From an optimization exercise on the open Yosys and OpenROAD flow, aimed at small area and a short achievable clock period; shortcuts taken in it are not production practice.
No run shown here included a check of the RTL's function; only the layout flow was run.

## flow/design.v (module list and top-level ports; edited modules follow where they fit)
// module plastic_neuron: 1369 lines
// module pn_inv: 3 lines
// module pn_nand2: 3 lines
// module pn_nor2: 3 lines
// module pn_xor2: 3 lines
// module pn_xnor2: 3 lines
// module pn_aoi21: 3 lines
// module pn_oai21: 3 lines
// module pn_fa: 4 lines
// module pn_ha: 4 lines
module plastic_neuron (
    input wire clk,
    input wire rst,
    input wire [15:0] input_signal,
    input wire [15:0] feedback_error,
    input wire enable_learning,
    output wire [31:0] output_signal
);
  // ...
==> flow/run.sh <==
#!/bin/bash
# synth_recipe.tcl (not shown) runs the flow's synth.tcl, then flattens the netlist and writes it again
# the make line also repeats each setting of config.mk as NAME=value (left out here)
make -C /OpenROAD-flow-scripts/flow DESIGN_CONFIG=/design/flow/config.mk WORK_HOME=/design/flow/orfs CLKGATE_MAP_FILE= SYNTH_SCRIPT=/design/flow/synth_recipe.tcl finish
==> flow/config.mk <==
export PLATFORM = sky130hd
export DESIGN_NAME = plastic_neuron
export DESIGN_NICKNAME = plastic_neuron
export VERILOG_FILES = /design/flow/design.v
export SDC_FILE = /design/flow/constraint.sdc
export NUM_CORES = 4
export LEC_CHECK = 0
export CAP_MARGIN = 20
export CORE_MARGIN = 2
export CORE_UTILIZATION = 40
export SETUP_SLACK_MARGIN = 3.0
export SLEW_MARGIN = 20
export SYNTH_HIERARCHICAL = 1
==> flow/constraint.sdc <==
create_clock -name core_clock -period 7.0 [get_ports {clk}]
set_input_delay 1.4000 -clock core_clock [delete_from_list [all_inputs] [get_ports {clk}]]
set_output_delay 1.4000 -clock core_clock [all_outputs]
set_load 0.01 [all_outputs]
==> metrics.md, run 1 <==
| Metric | Value |
|---|---|
| Final ANT Viol Nets | 0 |
| Capture instance of the worst register-to-register path | cut_q[41]$_DFF_PP0_ |
| Clock buffers created by TritonCTS | 9 |
| Status | timing/DRC/antenna clean |
| Detailed placer's ending HPWL | 19400 um |
| Setup_tns | 0 ps |
| Area taken by flip-flops and latches | 2560 um2 |
| Flop2flop setup slack | 3180 ps |
| Multi-input combinational gate total | 788 |
| Least-Margin Pin Slew | 821 ps |
| Worst Hold Margin | 525 ps |
| Final clock period utilization by the worst path | 0.587 |
| Clock sinks | 102 |
| Detailed-routing iteration count for the pre-antenna-repair pass | 7 |
| Layout cell share with drive strength beyond 1 | 0.290 |
| Final-report setup violation count | 0 |
| End point of the critical path | output_signal[10] |
| Cell-by-cell listing of the critical path | fa_2 > nor2_4 > nor2_4 > a21oi_2 > o21ai_2 > a21oi_2 > buf_4 > xnor2_1 > dlygate4sd2_1 |
| Worst-path fanout max | 3 |
| Remaining max-slew budget at the tightest pin | 0.452 |
| Clock-cell share of area | 0.0242 |
| FFs & Latches | 102 |
| Number of instances in the placed design | 1307 |
| Syn Nets | 1171 |
| Root cell of the clock tree | sky130_fd_sc_hd__clkbuf_16 |
| Final period demand of the worst path | 4110 ps |
| Uppermost layer routed | met4 |
| M1 GR Usage | 0.289 |
==> run 2: changes to the inputs <==
==> flow/flow/run.sh (new file) <==
#!/bin/bash
# Layout flow: the standard flow (standard.sh), with the standard
# synthesis unchanged, and the I/O port buffers made from the plain buffer
# family (buf_N) instead of the delay-buffer cells buffer_ports picks on its
# own, so that repair_timing can size them. Each step's output goes to its
# own log in this folder.
set -euo pipefail
bash standard.sh synth > synth.log 2>&1
bash standard.sh BUFFER_PORTS_ARGS="-buffer_cell sky130_fd_sc_hd__buf_4" finish > layout.log 2>&1
==> flow/standard.sh (new file) <==
#!/bin/bash
# synth_recipe.tcl (not shown) runs the flow's synth.tcl, then flattens the netlist and writes it again
# the make line also repeats each setting of config.mk as NAME=value (left out here)
make -C /OpenROAD-flow-scripts/flow DESIGN_CONFIG=/design/flow/config.mk WORK_HOME=/design/flow/orfs CLKGATE_MAP_FILE= SYNTH_SCRIPT=/design/flow/synth_recipe.tcl "${@:-finish}"
removed: flow/run.sh
==> run 2 against run 1 <==
Compared with the run above:
- count of clock-buffer cells in the layout fell by 1
- synthesized cell count did not move
- maximum frequency rose by 1.6%
- final cell count fell by 1.2%
- highest routed layer unchanged
- critical path type unchanged
- non-clock buffer count fell by 15
- die area did not move
- critical path depth rose by 1
- clock skew rose by 3.4 ps
- flip-flop and latch count did not move
==> metrics.md, run 2 <==
| Metric | Value |
|---|---|
| Slowest library cell on the worst path | sky130_fd_sc_hd__fa_2 (unchanged) |
| Syn Nets | 1171 (unchanged) |
| Pin count of the biggest net entering global routing | 63 (was 81) |
| # port buffers | 65 (unchanged) |
| Count of different cell masters after synthesis | 37 (unchanged) |
| Deepest clock path buffer count | 2 (unchanged) |
| Class of the tightest hold or removal check | flop to flop (unchanged) |
| Overall die height | 161 um (unchanged) |
| Count of filler cells inserted in the layout | 2251 (was 2267) |
| Number of vias per cell | 5.46 (was 5.47) |
| Cell-by-cell listing of the critical path | fa_2 > nor2_4 > o21ai_2 > a21oi_2 > o21ai_2 > buf_4 > a21oi_2 > o21ai_1 > xor2_1 > buf_4 (was fa_2 > nor2_4 > nor2_4 > a21oi_2 > o21ai_2 > a21oi_2 > buf_4 > xnor2_1 > dlygate4sd2_1) |
| Count of yosys warnings during synthesis | 7 (unchanged) |
| Count of final hold-check violations | 0 (unchanged) |
| Start-to-end type of the worst setup path | flop to primary output (unchanged) |
| Detailed-routing iteration count for the pre-antenna-repair pass | 5 (was 7) |
| Average wire per cell in the routed design | 19.8 um (was 20.1 um) |
| Most frequent cells in the layout | sky130_fd_sc_hd__xnor2_1 (128), sky130_fd_sc_hd__a22oi_1 (98), sky130_fd_sc_hd__dfrtp_1 (96) (was sky130_fd_sc_hd__xnor2_1 (126), sky130_fd_sc_hd__a22oi_1 (98), sky130_fd_sc_hd__dfrtp_1 (96)) |
| Status | timing/DRC/antenna clean (unchanged) |
| Top-count cell post-synth | sky130_fd_sc_hd__xnor2_1 (unchanged) |
| Setup_tns | 0 ps (unchanged) |
| Final period demand of the worst path | 4050 ps (was 4110 ps) |
| Placed cell area | 10200 um2 (was 10400 um2) |
| Routability congestion estimate from global placement | 0.864 (was 0.931) |
| Antenna Cells | 0 (unchanged) |
| Total vias in the final route | 7313 (was 7416) |
| Most frequent standard cell in the layout excluding fill and tap cells | sky130_fd_sc_hd__xnor2_1 (unchanged) |
| Clock sinks | 102 (unchanged) |
| CP delay by family, top | compound AO/OA/AOI/OAI gates (was adder cells) |
| Via count of the first global-routing pass | 7652 (was 7707) |
| Full die area | 25800 um2 (unchanged) |
| Placeable core area | 24200 um2 (unchanged) |
| Top cells by area in the synthesized netlist | sky130_fd_sc_hd__dfrtp_1 (24%), sky130_fd_sc_hd__fa_1 (18%), sky130_fd_sc_hd__xnor2_1 (11%) (unchanged) |
| Largest registers ranked by flip-flop count | cut_q (87), weight (15) (unchanged) |
| Max Freq | 247 MHz (was 243 MHz) |
| Global router's overall resource usage | 0.208 (was 0.212) |
| Dominant register cell in the synthesized netlist | sky130_fd_sc_hd__dfrtp_1 (unchanged) |
| Top post-synthesis cells by count | sky130_fd_sc_hd__xnor2_1 (128), sky130_fd_sc_hd__a22oi_1 (98), sky130_fd_sc_hd__dfrtp_1 (96) (unchanged) |
| Layout cell share with drive strength beyond 1 | 0.311 (was 0.290) |
| Max FFs per register | 87 (unchanged) |
| Worst path bufs/invs | 2 (unchanged) |
| Fraction of synthesis flops using an asynchronous set or reset pin | 1.00 (unchanged) |
| Reg clk slew, reported paths | 80 ps (was 70 ps) |
| Max_cap viols | 0 (unchanged) |
| Fin area | 11300 um2 (was 11700 um2) |
| Area overhead of the layout relative to synthesis | 15.2% (was 19.5%) |
| Worst-path fanout max | 3 (unchanged) |
| Final clock period utilization by the worst path | 0.578 (was 0.587) |
| Level count of the clock H-tree | 3 (unchanged) |
| Final-report max-slew violation count | 0 (unchanged) |
| Reg with most FFs | cut_q (unchanged) |
| Sort of element at the end of the critical path | primary output (unchanged) |
| Required time of the critical path | 5600 ps (about the same) |
| Floorplan row count | 57 (unchanged) |
| NumNets Final | 1174 (was 1189) |
| Effective utilization at floorplan | 0.405 (unchanged) |
| Residual overflow from global routing | 0 (unchanged) |
| Root cell of the clock tree | sky130_fd_sc_hd__clkbuf_16 (unchanged) |
| Unrepaired setup endpoints after global routing | yes (unchanged) |
| Final-report setup violation count | 0 (unchanged) |
| Count of boundary I/O pins | 67 (unchanged) |
| Global-route wire length before repair | 42000 um (was 42700 um) |
| Gate Count Post-Synth | 1009 (unchanged) |
| Clock buffers created by TritonCTS | 9 (unchanged) |
| Flip-flop and latch count after synthesis | 102 (unchanged) |
| TritonCTS clock tree | done (unchanged) |
| Detailed placer's ending HPWL | 19400 um (about the same) |
| Cell area after technology mapping | 9830 um2 (unchanged) |
| Post-route DRC violation count | 0 (unchanged) |
| Average size of a mapped cell | 9.74 um2 (unchanged) |
| WL final | 26600 um (was 27200 um) |
| Chip width | 161 um (unchanged) |
| Worst skew pair latency | 360 ps (was 350 ps) |
| Number of enable-type register cells in the synthesized netlist | 0 (unchanged) |
| Remaining max-slew budget at the tightest pin | 0.370 (was 0.452) |
| Synth area leader | sky130_fd_sc_hd__dfrtp_1 (unchanged) |
| Nature of the critical path startpoint | flop (unchanged) |
| Final ANT Viol Nets | 0 (unchanged) |
| Sequential cell area fraction in the yosys report | 0.260 (unchanged) |
| Data arrival, critical path | 2650 ps (was 2710 ps) |
| Clock Skew | 16.1 ps (was 12.7 ps) |
| Least-Margin Pin Slew | 942 ps (was 821 ps) |
| Peak per-stage delay on the critical path | 520 ps (was 550 ps) |
| Fraction of post-synthesis cell area in the top cell type by area | 0.244 (unchanged) |
| Iter 0 DRT Violations | 505 (was 525) |
| Antenna violations before repair | 0 (unchanged) |
run 2: worst paths after layout:
kind / start / endpoint / slack [ps] / cells past startpoint
min: weight[8]$_DFFE_PP1P_ / weight[8]$_DFFE_PP1P_ / 530 / 1
max reg2reg: weight[5]$_DFFE_PP1P_ / cut_q[53]$_DFF_PP0_ / 3120 / 6
min reg2reg: weight[8]$_DFFE_PP1P_ / weight[8]$_DFFE_PP1P_ / 530 / 1
min in group asynchronous: rst / cut_q[85]$_DFF_PP0_ / 1240 / 2
max: cut_q[14]$_DFF_PP0_ / output_signal[18] / 2950 / 10
max in group asynchronous: rst / cut_q[24]$_DFF_PP0_ / 4480 / 3
run 2: repair_timing:
action | in CTS | in global routing
setup endpoints to repair | 22 | 28
gates resized for setup | 102 | 92
pin swaps | 16 | 25
buffers inserted | 9 | 8
hold buffers | 0 | 0
run 2: worst register-to-register path, cell delays in order (launching register included):
cell,delay [ps]
sky130_fd_sc_hd__dfstp_2,1040
sky130_fd_sc_hd__ha_1,780
sky130_fd_sc_hd__a22oi_1,230
sky130_fd_sc_hd__xnor2_1,200
sky130_fd_sc_hd__fa_1,550
sky130_fd_sc_hd__fa_1,480
sky130_fd_sc_hd__fa_1,480
run 2: layout make-up:
| type | instances | area, um2 | share of cell area |
|---|---|---|---|
| clock buffer | 9 | 225 | 0.0199 |
| clock inverter | 6 | 52.6 | 0.00464 |
| inverter | 18 | 75.1 | 0.00663 |
| multi-input combinational | 788 | 7310 | 0.645 |
| sequential | 102 | 2560 | 0.226 |
| tap | 324 | 405 | 0.0358 |
| timing repair buffer | 93 | 698 | 0.0616 |
run 2: through the flow:
stage	utilization	hold WS, ps	std cells	setup slack (ps)
6_report	0.467	526	1340	2950
5_1_grt	0.467	547	1340	2860
4_1_cts	0.450	526	1332	2940
3_5_place_dp	0.423	510	1308	2950
3_3_place_gp	0.423	511	1308	3030
2_1_floorplan	-	385	1009	3330
run 2: kinds of logic (layout without fill, tap and decap cells):
| family | count (synthesis) | in the layout | synth area share |
|---|---|---|---|
| AOI/OAI and AO/OA | 240 | 240 | 0.169 |
| and+or+nand+nor | 222 | 222 | 0.0993 |
| xor gates and xnor gates | 196 | 196 | 0.175 |
| adders and majority gates | 127 | 127 | 0.230 |
| buffers and inverters | 119 | 126 | 0.0640 |
| DFF | 102 | 102 | 0.260 |
| other | 2 | 2 | 0.000764 |
| muxes | 1 | 1 | 0.00115 |
run 2: modules after synthesis (local to each module, per instance):
| module | cells inside | flip-flops and latches | area (um2) | copies in the design |
|---|---|---|---|---|
| pn_xnor2 | 1 | 0 | 8.76 | 11 |
| plastic_neuron | 553 | 102 | 5760 | 1 |
| pn_fa | 1 | 0 | 20.0 | 90 |
| pn_xor2 | 1 | 0 | 8.76 | 50 |
| pn_nor2 | 1 | 0 | 3.75 | 79 |
| pn_nand2 | 1 | 0 | 3.75 | 70 |
| pn_oai21 | 1 | 0 | 5.00 | 69 |
| pn_aoi21 | 1 | 0 | 8.76 | 50 |
| pn_inv | 1 | 0 | 3.75 | 8 |
| pn_ha | 1 | 0 | 12.5 | 29 |
run 2: layer usage:
metal,up-vias,track usage,share of wire
met4,0,0.0779,0.025
met1,3627,0.286,0.44
met5,-,0,0
li1,3359,-,-
met3,52,0.0343,0.065
met2,275,0.332,0.47

[separate check: timing with driven ports]
In the flow no input, the clock included, has a driving cell. The finished layouts below were timed again as built, in two steps. Step 1 sets driving cells, clkbuf_16 on the clock port and buf_2 on the other inputs (assumed; they add their load-dependent delay and slew). Step 2, shift: input delay + t, output delay - t, t = (earliest + latest rising clock arrival at the registers) / 2. This alone moves slack from input paths to output paths. Three values: ideal, step 1, step 2; two values: the first two.
| run | t, ns | setup slack, ns | worst setup path after step 2 | worst register clock-pin slew, ns | cell pins on the clock port's net |
|---|---|---|---|---|---|
| run 1 | 0.393 | 2.888 / 2.843 / 2.662 | input to register | 0.08 / 0.08 | 1 |
| run 2 | 0.390 | 2.951 / 2.909 / 3.117 | register to register | 0.08 / 0.08 | 1 |
After both steps setup and hold are still met in every run listed. For run 1, which loses most, drivers alone change the setup slack by -0.045 ns; drivers and shift together by -0.226 ns.
